What follows belongs to an exercise in optimizing a design on an open flow for small area, a short achievable clock period and few clock cycles per item; a production flow would make more cautious choices.
At most, simulation tests tie the RTL to the original design; equivalence was not proved.
Power figures rest on the tool's default switching activity, not on a simulated workload.

## 07-09
Design top_without_mem, start of the top module:
module top_without_mem(input dut_run, reset_b, clk,
		       output dut_busy,
		       input[15:0] sram_dut_read_data, wmem_dut_read_data,
		       output[15:0] dut_sram_write_data,
		       output[11:0] dut_sram_write_address, dut_sram_read_address,
		       output[11:0] dut_wmem_read_address, output dut_sram_write_enable
			);
wire m12, m16;
wire [13:0] conv_out;
controller u1(.reset_b(reset_b), .clk(clk), .dut_run(dut_run),
		.input_mdr(sram_dut_read_data), .busy_out(dut_busy),
		.output_write_en(dut_sram_write_enable),
		.input_mar(dut_sram_read_address),
		.output_mar(dut_sram_write_address),
		.m12(m12), .m16(m16));
pipelined_conv u2(.clk(clk), .input_row(sram_dut_read_data),
		.weights_in(wmem_dut_read_data[8:0]),
		.m12(m12), .m16(m16), .conv_out(conv_out));
assign dut_wmem_read_address = 12'd1;
assign dut_sram_write_data = {2'b0, conv_out};
endmodule
==> module pipelined_conv, before the edit <==
module pipelined_conv(
	input clk,
	input [15:0] input_row,
	input [8:0] weights_in,
	input m12, m16,		 
	output reg [13:0] conv_out);
reg [15:0] R1, R2;
reg [8:0] K;
wire [13:0] sign_acts;
always @(posedge clk) begin
	R1 <= input_row;
	R2 <= R1;
	K <= weights_in;
end
genvar k;
generate
	for (k = 0; k < 14; k = k + 1) begin : g_conv
		conv_single u(.kernel(K),
			.window({input_row[k+2:k], R1[k+2:k], R2[k+2:k]}),
			.act_sign(sign_acts[k]));
	end
endgenerate
always @(posedge clk)
	conv_out <= {sign_acts[13:10] & {4{m16}}, sign_acts[9:8] & {2{m12}}, sign_acts[7:0]};
endmodule
Settings: LEC_CHECK=0, CAP_MARGIN=20, CORE_MARGIN=2, CORE_UTILIZATION=60, PLACE_DENSITY=0.8, SETUP_SLACK_MARGIN=4.25, SLEW_MARGIN=20; clock period 6.5 ns.
standard.sh (not shown) runs the stock make flow with config.mk's settings and CLKGATE_MAP_FILE= SYNTH_SCRIPT=/design/flow/synth_recipe.tcl, a recipe that flattens the netlist after the stock synthesis.
==> flow/flow/run.sh <==
#!/bin/bash
# The standard layout, with two changes: ABC maps the logic with an area-oriented script
# (flow/abc.script, through flow/synth.tcl), and the ports get plain buffers, not delay cells.
set -euo pipefail
W=$(pwd)
export BUFFER_PORTS_ARGS="-buffer_cell sky130_fd_sc_hd__buf_1"
export FLOW_ABC_SCRIPT="$W/flow/abc.script"
bash standard.sh SYNTH_SCRIPT="$W/flow/synth.tcl" finish > standard.log 2>&1
==> flow/flow/abc.script <==
&get -n
&st
&dch
&nf -a
&put
topo
stime -c
==> flow/flow/synth.tcl <==
# synth_recipe.tcl (the standard synthesis script), except that ABC maps the logic with
# flow/abc.script instead of ORFS's abc_speed.script. Registers are mapped before ABC runs,
# so they are the standard synthesis's.
proc synth {args} { yosys synth -nofsm -noshare {*}$args }
proc abc {args} {
  set i [lsearch $args -script]
  if {$i >= 0} { set args [lreplace $args [expr {$i+1}] [expr {$i+1}] $::env(FLOW_ABC_SCRIPT)] }
  yosys abc {*}$args
}
source $::env(SCRIPTS_DIR)/synth.tcl
# left out here: clear keep_hierarchy, flatten, clean up, hide names made inside functions, write 1_2_yosys.v
Input changes introduced in 04-03 (baseline for comparison: 07-09):
==> flow/design.v, changed modules only <==
module pipelined_conv(
	input clk,
	input [15:0] input_row,
	input [8:0] weights_in,
	input m12, m16,		 
	output reg [13:0] conv_out);
reg [15:0] R1, R2;
reg [5:0] K;	 
wire [13:0] sign_acts;
always @(posedge clk) begin
	R1 <= input_row;
	R2 <= R1;
	K <= weights_in[5:0];
end
genvar k;
generate
	for (k = 0; k < 14; k = k + 1) begin : g_conv
		conv_single u(.kernel({weights_in[8:6], K}),
			.window({input_row[k+2:k], R1[k+2:k], R2[k+2:k]}),
			.act_sign(sign_acts[k]));
	end
endgenerate
always @(posedge clk)
	conv_out <= {sign_acts[13:10] & {4{m16}}, sign_acts[9:8] & {2{m12}}, sign_acts[7:0]};
endmodule
==> comparison <==
Summary of 04-03 over 07-09: initial standard-cell utilization of the core went down, clock transition at the register clock pins on the worst setup and hold paths after CTS comparable, relative contribution of combinational cells to total power moved up. Diff 07-09 -> 04-03 | part of the power in the clock network | decrease of 5.2 points. Synthesized cell count came out higher on 04-03 than on 07-09. Register-to-register slack essentially unchanged between 07-09 and 04-03. Total power of the final layout for 04-03 is lower than for 07-09. Lower mean instance size in the synthesized netlist was reported by 04-03, not 07-09. 04-03 has fewer flip-flops than 07-09. Lower width of the die was reported by 04-03, not 07-09. 07-09 ended up with u1.input_mar[1]$_DFF_P_ as its first element of the critical path; 04-03 ended up with u1.output_mar[9]$_SDFFE_PN0P_. Of the two candidates, 07-09 has the worse synthesized area and 04-03 the better one. Setup WNS 07-09 -> 04-03: better. Between 07-09 and 04-03, the clock skew does not differ in any meaningful way. When 04-03 is measured against 07-09, its minimum period implied by the final worst setup slack turns out 0.0084 ns lower.
Testbench counts of 04-03, summed over its fixed seeds: cycles 42,580, items 33,100.
The RTL of 07-09 was laid out without a check of its function.

Setup of trial 48:
The RTL this note starts from:
==> flow/design.v <==
module conv_single(input [8:0] kernel, input [8:0] window, output act_sign);
wire [8:0] m = kernel ~^ window;
wire sa = m[0] ^ m[1] ^ m[2];
wire ca = (m[0] & m[1]) | (m[0] & m[2]) | (m[1] & m[2]);
wire sb = m[3] ^ m[4] ^ m[5];
wire cb = (m[3] & m[4]) | (m[3] & m[5]) | (m[4] & m[5]);
wire e5 = ca & cb & (sa | sb);
wire e4 = (ca & cb) | ((ca | cb) & sa & sb);
wire e3 = (ca & cb) | ((ca | cb) & (sa | sb));
wire e2 = ca | cb | (sa & sb);
wire l1 = m[6] | m[7] | m[8];
wire l2 = (m[6] & m[7]) | (m[6] & m[8]) | (m[7] & m[8]);
wire l3 = m[6] & m[7] & m[8];
assign act_sign = e5 | (e4 & l1) | (e3 & l2) | (e2 & l3);
endmodule
module pipelined_conv(
	input clk,
	input [15:0] input_row,
	input [8:0] weights_in,
	input m12, m16,		 
	output reg [13:0] conv_out);
reg [15:0] R1, R2, R3;
reg [8:0] K;
wire [13:0] sign_acts;
always @(posedge clk) begin
	R1 <= input_row;
	R2 <= R1;
	R3 <= R2;
	K <= weights_in;
end
genvar k;
generate
	for (k = 0; k < 14; k = k + 1) begin : g_conv
		conv_single u(.kernel(K),
			.window({R1[k+2:k], R2[k+2:k], R3[k+2:k]}),
			.act_sign(sign_acts[k]));
	end
endgenerate
always @(posedge clk)
	conv_out <= {sign_acts[13:10] & {4{m16}}, sign_acts[9:8] & {2{m12}}, sign_acts[7:0]};
endmodule
module controller(input reset_b,
		  input clk,
		  input dut_run,
		  input [15:0] input_mdr,
		  output reg busy,
		  output reg output_write_en,
		  output reg [11:0] input_mar,
		  output reg [11:0] output_mar,
		  output reg m12, m16
		 );
localparam [1:0] ROW = 2'd0, DIMA = 2'd1, DIMD = 2'd2, DONE = 2'd3;
reg [1:0] st;
reg [3:0] c;		 
reg v0, v;		 
wire idle = !busy;
wire is_row = busy && st == ROW;
wire is_dimd = busy && st == DIMD;
wire zero = input_mdr == 16'd0;
wire last = c[3] & c[0] & (!m12 | c[1] & (!m16 | c[2]));
always @(posedge clk or negedge reset_b)
	if (!reset_b) begin
		busy <= 1'b0;
		st <= ROW;
		v0 <= 1'b0;
		v <= 1'b0;
		output_write_en <= 1'b0;
	end else begin
		v0 <= is_row && (c[3] | c[2] | c[1]);
		v <= v0;
		output_write_en <= v;
		if (idle) begin
			busy <= dut_run;
			st <= zero ? DONE : ROW;
		end else case (st)
			ROW: if (last) st <= DIMA;
			DIMA: st <= DIMD;
			DIMD: begin
				st <= zero ? DONE : ROW;
			end
			DONE: busy <= 1'b0;
		endcase
	end
always @(posedge clk) begin
	if (idle) input_mar <= {10'd0, dut_run, 1'b0};
	else input_mar <= input_mar + {10'd0, is_row & last, !(is_row & last)};
	if (idle) output_mar <= 12'd0;
	else if (output_write_en) output_mar <= output_mar + 12'd1;
	c <= (is_row | is_dimd) ? c + 4'd1 : 4'd0;
	if (idle | is_dimd) begin
		m16 <= input_mdr[4];
		m12 <= input_mdr[4] | input_mdr[2];
	end
end
endmodule
module top_without_mem(input dut_run, reset_b, clk,
		       output dut_busy,
		       input[15:0] sram_dut_read_data, wmem_dut_read_data,
		       output[15:0] dut_sram_write_data,
		       output[11:0] dut_sram_write_address, dut_sram_read_address,
		       output[11:0] dut_wmem_read_address, output dut_sram_write_enable
			);
wire m12, m16;
wire [13:0] conv_out;
controller u1(.reset_b(reset_b), .clk(clk), .dut_run(dut_run),
		.input_mdr(sram_dut_read_data), .busy(dut_busy),
		.output_write_en(dut_sram_write_enable),
		.input_mar(dut_sram_read_address),
		.output_mar(dut_sram_write_address),
		.m12(m12), .m16(m16));
pipelined_conv u2(.clk(clk), .input_row(sram_dut_read_data),
		.weights_in(wmem_dut_read_data[8:0]),
		.m12(m12), .m16(m16), .conv_out(conv_out));
assign dut_wmem_read_address = 12'd1;
assign dut_sram_write_data = {2'b0, conv_out};
endmodule
==> flow/config.mk <==
export PLATFORM = sky130hd
export DESIGN_NAME = top_without_mem
export DESIGN_NICKNAME = top_without_mem
export VERILOG_FILES = /design/flow/design.v
export SDC_FILE = /design/flow/constraint.sdc
export NUM_CORES = 4
export LEC_CHECK = 0
export CAP_MARGIN = 20
export CORE_MARGIN = 2
export CORE_UTILIZATION = 40
export SETUP_SLACK_MARGIN = 4.0
export SLEW_MARGIN = 20
==> flow/constraint.sdc <==
create_clock -name core_clock -period 6.5 [get_ports {clk}]
set_input_delay 1.3000 -clock core_clock [delete_from_list [all_inputs] [get_ports {clk}]]
set_output_delay 1.3000 -clock core_clock [all_outputs]
set_load 0.01 [all_outputs]
run.sh (not shown) runs the stock make flow with config.mk's settings and CLKGATE_MAP_FILE= SYNTH_SCRIPT=/design/flow/synth_recipe.tcl, a recipe that flattens the netlist after the stock synthesis.
Stock flow here: none of the scripts above is used.
Trial 48: full flow OK, the timing, design-rule and antenna checks passed
Edits applied to the flow inputs when going from trial 48 to build 83:
diff --git a/flow/design.v b/flow/design.v
--- a/flow/design.v
+++ b/flow/design.v
@@ -1,40 +1,39 @@
 module conv_single(input [8:0] kernel, input [8:0] window, output act_sign);
 wire [8:0] m = kernel ~^ window;
-wire sa = m[0] ^ m[1] ^ m[2];
-wire ca = (m[0] & m[1]) | (m[0] & m[2]) | (m[1] & m[2]);
-wire sb = m[3] ^ m[4] ^ m[5];
-wire cb = (m[3] & m[4]) | (m[3] & m[5]) | (m[4] & m[5]);
-wire e5 = ca & cb & (sa | sb);
-wire e4 = (ca & cb) | ((ca | cb) & sa & sb);
-wire e3 = (ca & cb) | ((ca | cb) & (sa | sb));
-wire e2 = ca | cb | (sa & sb);
+wire s1 = m[0] ^ m[1] ^ m[2];
+wire c1 = (m[0] & m[1]) | (m[0] & m[2]) | (m[1] & m[2]);
+wire s2 = m[3] ^ m[4] ^ m[5];
+wire c2 = (m[3] & m[4]) | (m[3] & m[5]) | (m[4] & m[5]);
+wire x = s1 ^ s2;
+wire y = s1 & s2;
+wire p = y ^ c1 ^ c2;
+wire q = (y & c1) | (y & c2) | (c1 & c2);
 wire l1 = m[6] | m[7] | m[8];
 wire l2 = (m[6] & m[7]) | (m[6] & m[8]) | (m[7] & m[8]);
 wire l3 = m[6] & m[7] & m[8];
-assign act_sign = e5 | (e4 & l1) | (e3 & l2) | (e2 & l3);
+assign act_sign = (q & (p | x)) | (q & l1) | (p & x & l2) | (p & l3);
 endmodule
 module pipelined_conv(
 	input clk,
 	input [15:0] input_row,
 	input [8:0] weights_in,
 	input m12, m16,		 
 	output reg [13:0] conv_out);
-reg [15:0] R1, R2, R3;
+reg [15:0] R1, R2;
 reg [8:0] K;
 wire [13:0] sign_acts;
 always @(posedge clk) begin
 	R1 <= input_row;
 	R2 <= R1;
-	R3 <= R2;
 	K <= weights_in;
 end
 genvar k;
 generate
 	for (k = 0; k < 14; k = k + 1) begin : g_conv
 		conv_single u(.kernel(K),
-			.window({R1[k+2:k], R2[k+2:k], R3[k+2:k]}),
+			.window({input_row[k+2:k], R1[k+2:k], R2[k+2:k]}),
 			.act_sign(sign_acts[k]));
 	end
 endgenerate
 always @(posedge clk)
 	conv_out <= {sign_acts[13:10] & {4{m16}}, sign_acts[9:8] & {2{m12}}, sign_acts[7:0]};
@@ -50,35 +49,34 @@
 		  output reg m12, m16
 		 );
 localparam [1:0] ROW = 2'd0, DIMA = 2'd1, DIMD = 2'd2, DONE = 2'd3;
 reg [1:0] st;
 reg [3:0] c;		 
-reg v0, v;		 
+reg v;			 
 wire idle = !busy;
 wire is_row = busy && st == ROW;
 wire is_dimd = busy && st == DIMD;
 wire zero = input_mdr == 16'd0;
 wire last = c[3] & c[0] & (!m12 | c[1] & (!m16 | c[2]));
 always @(posedge clk or negedge reset_b)
 	if (!reset_b) begin
 		busy <= 1'b0;
 		st <= ROW;
-		v0 <= 1'b0;
 		v <= 1'b0;
 		output_write_en <= 1'b0;
 	end else begin
-		v0 <= is_row && (c[3] | c[2] | c[1]);
-		v <= v0;
+		v <= is_row && (c[3] | c[2] | c[1]);
 		output_write_en <= v;
 		if (idle) begin
 			busy <= dut_run;
 			st <= zero ? DONE : ROW;
 		end else case (st)
 			ROW: if (last) st <= DIMA;
 			DIMA: st <= DIMD;
 			DIMD: begin
-				st <= zero ? DONE : ROW;
+				st <= ROW;
+				if (zero) busy <= 1'b0;
 			end
 			DONE: busy <= 1'b0;
 		endcase
 	end
 always @(posedge clk) begin
Findings:
- In build 83 the initial DRC count turned out 27% lower than in trial 48.
- The worst setup slack reported for build 83 is smaller than that of trial 48 by 0.082 ns.
- Share of the clock period used by the worst path was lower in trial 48 than in build 83.
- Trial 48 was larger in final cell area than build 83.
- Total power after layout (build 83 vs. trial 48) decreases by a few percent
- Summary of build 83 over trial 48: clock latency at the later pin of the worst-skew pair neither gained nor lost much, utilization climbed 2.4 points.
No functional check of the RTL was part of any run of this note.

## port drivers added, routing unchanged
Ports are ideal in the flow. The routed layouts listed here were re-timed in OpenROAD. Step 1, drivers: a clkbuf_16 drives clk and a buf_2 each remaining input, both assumed. Step 2 moves the port delays by t, midway between the first and last clock arrival at a register: inputs arrive t later, outputs are due t later. That takes back most of the time a late clock gives input paths. a / b / c = ideal / step 1 / step 2; a / b = the first two.
| run | shift t [ns] | setup slack, ns | clock arrival spread, ns | cell pins on the clock port's net |
|---|---|---|---|---|
| 07-09 | 0.385 | 4.279 / 4.245 / 4.075 | 0.010 / 0.010 | 1 |
| 04-03 | 0.389 | 4.287 / 4.252 / 4.013 | 0.010 / 0.010 | 1 |
| trial 48 | 0.397 | 4.033 / 4.010 / 3.662 | 0.010 / 0.010 | 1 |
| build 83 | 0.386 | 3.951 / 3.951 / 3.739 | 0.010 / 0.010 | 1 |
After both steps every run listed still meets setup and hold. The setup slack of trial 48, which loses most, moves by -0.023 ns with the drivers and by -0.371 ns with both steps.
